Source: an optimization exercise on an open RTL-to-GDS flow (aim: small area and a short achievable clock period). Production flows keep margins and buffers that such runs may drop.
In this exercise RTL edits were held to simulation tests only and were not proved equivalent to the original.
Power figures rest on the tool's default switching activity, not on a simulated workload.

Setup of alpha:
## LU_cache
module LU_cache #(
    parameter CELL_SIZE = 8,
    parameter CELL_COUNT = 128,
    parameter CELL_ADDR_SIZE = 7
)
(
    input clk,
    input reset,
    input [CELL_SIZE - 1:0] data_in,
    input new_data,
    output [CELL_COUNT * CELL_SIZE - 1:0] data_out
);
Size in the first run: roughly 3,800 cells after synthesis, about 1,000 flip-flops, ~1,000 I/O pins.
clock: 7.0 ns
lec_check: 0
cap_margin: 20
core_margin: 2
core_utilization: 40
slew_margin: 20
standard.sh (not shown) runs the stock make flow with config.mk's settings and CLKGATE_MAP_FILE= SYNTH_SCRIPT=/design/flow/synth_recipe.tcl, a recipe that flattens the netlist after the stock synthesis.
==> flow/flow/run.sh <==
#!/bin/bash
# Standard ORFS layout, but port buffers are the smallest buffer (buf_1)
# instead of the cell buffer_ports picks by default.
set -euo pipefail
bash standard.sh "BUFFER_PORTS_ARGS=-buffer_cell sky130_fd_sc_hd__buf_1" finish > standard.log 2>&1
For beta, these inputs were changed with respect to alpha:
==> flow/run.sh (new file) <==
#!/bin/bash
# synth_recipe.tcl (not shown) runs the flow's synth.tcl, then flattens the netlist and writes it again
# the make line also repeats each setting of config.mk as NAME=value (left out here)
make -C /OpenROAD-flow-scripts/flow DESIGN_CONFIG=/design/flow/config.mk WORK_HOME=/design/flow/orfs CLKGATE_MAP_FILE= SYNTH_SCRIPT=/design/flow/synth_recipe.tcl finish
removed: flow/flow/run.sh
removed: flow/standard.sh
Notes after the runs:
- Relative to alpha, beta improves minimum clock period after layout.
- Compared with alpha, in beta number of instances in the placed design now sits lower; total design power now sits higher; post-detailed-placement cell area now sits higher; global-route track usage on met1 now sits higher.
- beta reports a lower non-clock buffer count than alpha does.
- Diff alpha and beta: setup slack higher in beta
## Diff of input files: gamma against beta
- ABC_CLOCK_PERIOD_IN_PS now 4000, previously not set
- CTS_BUF_LIST now sky130_fd_sc_hd__clkbuf_4 sky130_fd_sc_hd__clkbuf_8, previously not set
- gamma completed end to end with timing, DRC and antenna clean.
- Via count of the first global-routing pass (higher): gamma
- Compare gamma and beta | net count of the finished layout lower: beta
- Of gamma and beta, the run reporting the higher worst clock skew on the final layout was gamma.
- Hold slack of beta is on par with gamma.
- Routed wire length of gamma exceeds that of beta slightly.
- ~same cell area in gamma and beta
- In terms of non-clock buffer contribution to total cell area, gamma and beta differ only marginally.
- As of gamma, count of clock-buffer cells in the layout had risen by more than half compared to beta.

* * *

Setup of onyx:
The RTL this note starts from:
==> flow/design.v <==
module sel_mux #(
    parameter W = 8
)(
    input s,
    input sn,
    input [W - 1:0] a,
    input [W - 1:0] b,
    output [W - 1:0] x
);
assign x = ({W{s}} & a) | ({W{sn}} & b);
endmodule  
module ne_cmp #(
    parameter W = 4
)(
    input [W - 1:0] a,
    input [W - 1:0] b,
    output ne
);
assign ne = a != b;
endmodule  
module g_nor #(
    parameter N = 2
)(
    input [N - 1:0] a,
    output y
);
assign y = ~(|a);
endmodule  
module g_nand #(
    parameter N = 2
)(
    input [N - 1:0] a,
    output y
);
assign y = ~(&a);
endmodule  
module g_oai22 (
    input a1,
    input a2,
    input b1,
    input b2,
    output y
);
assign y = ~((a1 | a2) & (b1 | b2));
endmodule  
module pre_gate #(
    parameter HAS_P = 1,
    parameter HAS_Q = 0,
    parameter BMODE = 1
)(
    input p,
    input q,
    input b,
    output pa
);
wire pt = HAS_P ? p : 1'b1;
wire qt = HAS_Q ? q : 1'b1;
wire bt = (BMODE == 0) ? 1'b1 : (BMODE == 1) ? b : ~b;
assign pa = ~(pt & qt & bt);
endmodule  
module hold_gate #(
    parameter HAS_G = 1,
    parameter HAS_P = 1,
    parameter P_ANY = 1
)(
    input nd,
    input g,
    input p,
    output hold
);
wire gt = HAS_G ? g : 1'b1;
wire pt = HAS_P ? (P_ANY ? ~p : p) : 1'b1;
assign hold = ~(nd & gt & pt);
endmodule  
module LU_cache #(
    parameter CELL_SIZE = 8,
    parameter CELL_COUNT = 128,
    parameter CELL_ADDR_SIZE = 7
)
(
    input clk,
    input reset,
    input [CELL_SIZE - 1:0] data_in,
    input new_data,
    output [CELL_COUNT * CELL_SIZE - 1:0] data_out
);
localparam NG = CELL_COUNT / 4;     
localparam NB = CELL_COUNT / 16;    
localparam H = CELL_SIZE / 2;
reg  [CELL_COUNT * CELL_SIZE - 1:0] cells;
wire [CELL_COUNT * CELL_SIZE - 1:0] cells_next;
wire [CELL_COUNT * CELL_SIZE - 1:0] shifted = {cells[(CELL_COUNT - 1) * CELL_SIZE - 1:0], data_in};
wire [CELL_COUNT - 1:0] ml, mh;     
wire [CELL_COUNT - 1:0] hold;
wire [CELL_COUNT - 1:0] shift;
assign data_out = cells;
genvar i;
generate
    for (i = 0; i < CELL_COUNT; i = i + 1) begin : cmp
        ne_cmp #(.W(H)) L (.a(cells[i * CELL_SIZE +: H]), .b(data_in[H - 1:0]), .ne(ml[i]));
        ne_cmp #(.W(CELL_SIZE - H)) U (.a(cells[i * CELL_SIZE + H +: CELL_SIZE - H]),
                                        .b(data_in[CELL_SIZE - 1:H]), .ne(mh[i]));
    end
endgenerate
wire [NG - 1:0] e0, e2, y01, y23, n1, n2, n3, zg;
generate
    for (i = 0; i < NG; i = i + 1) begin : grp
        g_nor  #(.N(2)) E0 (.a({mh[4 * i], ml[4 * i]}), .y(e0[i]));
        g_nor  #(.N(2)) E2 (.a({mh[4 * i + 2], ml[4 * i + 2]}), .y(e2[i]));
        g_oai22        Y01 (.a1(ml[4 * i]), .a2(mh[4 * i]), .b1(ml[4 * i + 1]), .b2(mh[4 * i + 1]), .y(y01[i]));
        g_oai22        Y23 (.a1(ml[4 * i + 2]), .a2(mh[4 * i + 2]), .b1(ml[4 * i + 3]), .b2(mh[4 * i + 3]), .y(y23[i]));
        g_nor  #(.N(1)) N1 (.a(e0[i +: 1]), .y(n1[i]));
        g_nor  #(.N(1)) N2 (.a(y01[i +: 1]), .y(n2[i]));
        g_nor  #(.N(2)) N3 (.a({e2[i], y01[i]}), .y(n3[i]));
        g_nor  #(.N(2)) ZG (.a({y23[i], y01[i]}), .y(zg[i]));
    end
endgenerate
wire [NB - 1:0] a2, a3, ab;
generate
    for (i = 0; i < NB; i = i + 1) begin : blk
        g_nand #(.N(2)) A2 (.a(zg[4 * i +: 2]), .y(a2[i]));
        g_nand #(.N(3)) A3 (.a(zg[4 * i +: 3]), .y(a3[i]));
        g_nand #(.N(4)) A4 (.a(zg[4 * i +: 4]), .y(ab[i]));
    end
endgenerate
wire [NB - 1:0] np, nq;
assign np[0] = 1'b1;
assign nq[4:0] = 5'b11111;
g_nor #(.N(1)) P1 (.a(ab[0:0]), .y(np[1]));
g_nor #(.N(2)) P2 (.a(ab[1:0]), .y(np[2]));
g_nor #(.N(3)) P3 (.a(ab[2:0]), .y(np[3]));
g_nor #(.N(4)) P4 (.a(ab[3:0]), .y(np[4]));
g_nor #(.N(1)) Q5 (.a(ab[4:4]), .y(nq[5]));
g_nor #(.N(2)) Q6 (.a(ab[5:4]), .y(nq[6]));
g_nor #(.N(3)) Q7 (.a(ab[6:4]), .y(nq[7]));
assign np[7:5] = {3{np[4]}};
wire [NG - 1:0] pa;
generate
    for (i = 0; i < NG; i = i + 1) begin : pre
        localparam integer K = i % 4;     
        localparam integer M = i / 4;     
        wire bterm = (K == 0) ? 1'b1 : (K == 1) ? zg[i - 1] : (K == 2) ? a2[M] : a3[M];
        if (M == 0 || (K == 0 && M < 5)) begin : none
            assign pa[i] = 1'b0;          
        end else begin : gate
            pre_gate #(.HAS_P(M != 0), .HAS_Q(M >= 5), .BMODE(K == 0 ? 0 : K == 1 ? 1 : 2)) G (
                .p(np[M]), .q(nq[M]), .b(bterm), .pa(pa[i]));
        end
    end
endgenerate
generate
    for (i = 0; i < CELL_COUNT; i = i + 1) begin : sel
        localparam integer T = i % 4;           
        localparam integer K = (i / 4) % 4;     
        localparam integer M = i / 16;          
        wire gterm = (T == 0) ? 1'b1 : (T == 1) ? n1[i / 4] : (T == 2) ? n2[i / 4] : n3[i / 4];
        wire pterm = (M == 0) ? ((K == 0) ? 1'b1 : (K == 1) ? zg[i / 4 - 1] : (K == 2) ? a2[0] : a3[0])
                   : (K == 0 && M < 5) ? np[M] : pa[i / 4];
        localparam PANY = (M == 0) ? (K >= 2) : !(K == 0 && M < 5);
        hold_gate #(
            .HAS_G(T != 0),
            .HAS_P(M != 0 || K != 0), .P_ANY(PANY)
        ) HG (
            .nd(new_data), .g(gterm), .p(pterm), .hold(hold[i])
        );
        g_nor #(.N(1)) S (.a(hold[i +: 1]), .y(shift[i]));
        sel_mux #(.W(CELL_SIZE)) MX (
            .s(shift[i]),
            .sn(hold[i]),
            .a(shifted[i * CELL_SIZE +: CELL_SIZE]),
            .b(cells[i * CELL_SIZE +: CELL_SIZE]),
            .x(cells_next[i * CELL_SIZE +: CELL_SIZE])
        );
    end
endgenerate
always @(posedge clk or negedge reset) begin
    if (!reset) cells <= 0;
    else cells <= cells_next;
end
endmodule  
Settings: LEC_CHECK=0, CAP_MARGIN=20, CORE_MARGIN=2, CORE_UTILIZATION=55, CTS_CLUSTER_DIAMETER=100, CTS_CLUSTER_SIZE=20, SETUP_SLACK_MARGIN=3.3, SLEW_MARGIN=20, SYNTH_HIERARCHICAL=1; clock period 7.0 ns.
==> flow/flow/run.sh <==
#!/bin/bash
# Standard ORFS layout with these changes:
#  - port buffers are buf_1 instead of the cell buffer_ports picks by default;
#  - the slow AND/OR cells (and*, or*) are added to the don't-use list, so
#    synthesis and repair build logic from NAND/NOR/AOI cells;

set -euo pipefail
DU="sky130_fd_sc_hd__probe_p_8 sky130_fd_sc_hd__probec_p_8 sky130_fd_sc_hd__lpflow_bleeder_1 sky130_fd_sc_hd__lpflow_clkbufkapwr_1 sky130_fd_sc_hd__lpflow_clkbufkapwr_16 sky130_fd_sc_hd__lpflow_clkbufkapwr_2 sky130_fd_sc_hd__lpflow_clkbufkapwr_4 sky130_fd_sc_hd__lpflow_clkbufkapwr_8 sky130_fd_sc_hd__lpflow_clkinvkapwr_1 sky130_fd_sc_hd__lpflow_clkinvkapwr_16 sky130_fd_sc_hd__lpflow_clkinvkapwr_2 sky130_fd_sc_hd__lpflow_clkinvkapwr_4 sky130_fd_sc_hd__lpflow_clkinvkapwr_8 sky130_fd_sc_hd__lpflow_decapkapwr_12 sky130_fd_sc_hd__lpflow_decapkapwr_3 sky130_fd_sc_hd__lpflow_decapkapwr_4 sky130_fd_sc_hd__lpflow_decapkapwr_6 sky130_fd_sc_hd__lpflow_decapkapwr_8 sky130_fd_sc_hd__lpflow_inputiso0n_1 sky130_fd_sc_hd__lpflow_inputiso0p_1 sky130_fd_sc_hd__lpflow_inputiso1n_1 sky130_fd_sc_hd__lpflow_inputiso1p_1 sky130_fd_sc_hd__lpflow_inputisolatch_1 sky130_fd_sc_hd__lpflow_isobufsrc_1 sky130_fd_sc_hd__lpflow_isobufsrc_16 sky130_fd_sc_hd__lpflow_isobufsrc_2 sky130_fd_sc_hd__lpflow_isobufsrc_4 sky130_fd_sc_hd__lpflow_isobufsrc_8 sky130_fd_sc_hd__lpflow_isobufsrckapwr_16 sky130_fd_sc_hd__lpflow_lsbuf_lh_hl_isowell_tap_1 sky130_fd_sc_hd__lpflow_lsbuf_lh_hl_isowell_tap_2 sky130_fd_sc_hd__lpflow_lsbuf_lh_hl_isowell_tap_4 sky130_fd_sc_hd__lpflow_lsbuf_lh_isowell_4 sky130_fd_sc_hd__lpflow_lsbuf_lh_isowell_tap_1 sky130_fd_sc_hd__lpflow_lsbuf_lh_isowell_tap_2 sky130_fd_sc_hd__lpflow_lsbuf_lh_isowell_tap_4"
EX=" sky130_fd_sc_hd__or2_0 sky130_fd_sc_hd__or2_1 sky130_fd_sc_hd__or2_2 sky130_fd_sc_hd__or2_4 sky130_fd_sc_hd__or3_1 sky130_fd_sc_hd__or3_2 sky130_fd_sc_hd__or3_4 sky130_fd_sc_hd__or4_1 sky130_fd_sc_hd__or4_2 sky130_fd_sc_hd__or4_4 sky130_fd_sc_hd__or2b_1 sky130_fd_sc_hd__or2b_2 sky130_fd_sc_hd__or2b_4 sky130_fd_sc_hd__or3b_1 sky130_fd_sc_hd__or3b_2 sky130_fd_sc_hd__or3b_4 sky130_fd_sc_hd__or4b_1 sky130_fd_sc_hd__or4b_2 sky130_fd_sc_hd__or4b_4 sky130_fd_sc_hd__or4bb_1 sky130_fd_sc_hd__or4bb_2 sky130_fd_sc_hd__or4bb_4 sky130_fd_sc_hd__and2_0 sky130_fd_sc_hd__and2_1 sky130_fd_sc_hd__and2_2 sky130_fd_sc_hd__and2_4 sky130_fd_sc_hd__and3_1 sky130_fd_sc_hd__and3_2 sky130_fd_sc_hd__and3_4 sky130_fd_sc_hd__and4_1 sky130_fd_sc_hd__and4_2 sky130_fd_sc_hd__and4_4 sky130_fd_sc_hd__and2b_1 sky130_fd_sc_hd__and2b_2 sky130_fd_sc_hd__and2b_4 sky130_fd_sc_hd__and3b_1 sky130_fd_sc_hd__and3b_2 sky130_fd_sc_hd__and3b_4 sky130_fd_sc_hd__and4b_1 sky130_fd_sc_hd__and4b_2 sky130_fd_sc_hd__and4b_4 sky130_fd_sc_hd__and4bb_1 sky130_fd_sc_hd__and4bb_2 sky130_fd_sc_hd__and4bb_4"
bash standard.sh "BUFFER_PORTS_ARGS=-buffer_cell sky130_fd_sc_hd__buf_1" "DONT_USE_CELLS=$DU $EX" finish > layout.log 2>&1
Edits applied to the flow inputs when going from onyx to yarrow:
# onyx
export LEC_CHECK = 0
export CAP_MARGIN = 20
export CORE_MARGIN = 2
export CORE_UTILIZATION = 55
export CTS_CLUSTER_DIAMETER = 100
export CTS_CLUSTER_SIZE = 20
export SETUP_SLACK_MARGIN = 3.3
export SLEW_MARGIN = 20
export SYNTH_HIERARCHICAL = 1
create_clock -name core_clock -period 7.0 [get_ports {clk}]
# yarrow
export LEC_CHECK = 0
export CAP_MARGIN = 20
export CORE_MARGIN = 2
export CORE_UTILIZATION = 60
export CTS_CLUSTER_DIAMETER = 120
export CTS_CLUSTER_SIZE = 25
export SETUP_SLACK_MARGIN = 3.0
export SLEW_MARGIN = 20
export SYNTH_HIERARCHICAL = 1
create_clock -name core_clock -period 7.0 [get_ports {clk}]
==> run summary <==
- Count of clock-buffer cells in the layout, yarrow vs onyx: down by more than 10%
- The higher average detailed-routed wire length per instance of onyx and yarrow is in yarrow.
- Diff onyx -> yarrow: number of cells upsized or downsized after cts shrank by 128; count of inverters not on the clock network in the layout held steady.
Inputs modified between yarrow and nickel:
# yarrow
export LEC_CHECK = 0
export CAP_MARGIN = 20
export CORE_MARGIN = 2
export CORE_UTILIZATION = 60
export CTS_CLUSTER_DIAMETER = 120
export CTS_CLUSTER_SIZE = 25
export SETUP_SLACK_MARGIN = 3.0
export SLEW_MARGIN = 20
export SYNTH_HIERARCHICAL = 1
create_clock -name core_clock -period 7.0 [get_ports {clk}]
# nickel
export LEC_CHECK = 0
export CAP_MARGIN = 20
export CORE_MARGIN = 2
export CORE_UTILIZATION = 55
export CTS_CLUSTER_DIAMETER = 100
export CTS_CLUSTER_SIZE = 20
export PLACE_DENSITY = 0.72
export SETUP_SLACK_MARGIN = 3.0
export SLEW_MARGIN = 20
export SYNTH_HIERARCHICAL = 1
create_clock -name core_clock -period 7.0 [get_ports {clk}]
Notes after the runs:
nickel: done, clean on timing, DRC and antenna
Route | nickel vs yarrow | wire shorter in nickel
Diff nickel and yarrow: worst-case headroom to the max-slew limit higher in yarrow
The number of endpoints failing setup at the final stage of yarrow and that of nickel are within noise of each other.
Between yarrow and nickel, length in cells of the worst reg-to-reg path decreased.
Between yarrow and nickel, clock-buffer cell count increased.

==> re-timing with driven ports <==
How much do the figures lean on ideal ports? The routed layouts below were timed once more, with nothing changed but the port constraints.
Step 1, drivers: a clkbuf_16 drives clk and a buf_2 each remaining input, both assumed.
Step 2 adds t to the input delays and takes it off the output delays; t is the mean of the earliest and latest rising clock arrival at the registers after step 1. Input paths then give back, and output paths get back, about the clock's delay inside the block.
Three values: ideal, step 1, step 2; two values: the first two.
run	shift t [ns]	setup slack, ns	worst register clock-pin slew, ns
alpha	0.802	1.503 / 1.558 / 0.755	0.07 / 0.07
beta	0.802	1.632 / 1.663 / 0.861	0.06 / 0.06
gamma	0.943	1.801 / 1.834 / 0.891	0.07 / 0.07
onyx	0.780	3.146 / 2.948 / 2.168	0.09 / 0.09
yarrow	0.720	2.994 / 2.769 / 2.049	0.11 / 0.11
nickel	0.774	2.993 / 2.747 / 1.973	0.09 / 0.09
After both steps every run listed still meets setup and hold. For nickel, which loses most, drivers alone change the setup slack by -0.246 ns; drivers and shift together by -1.020 ns.
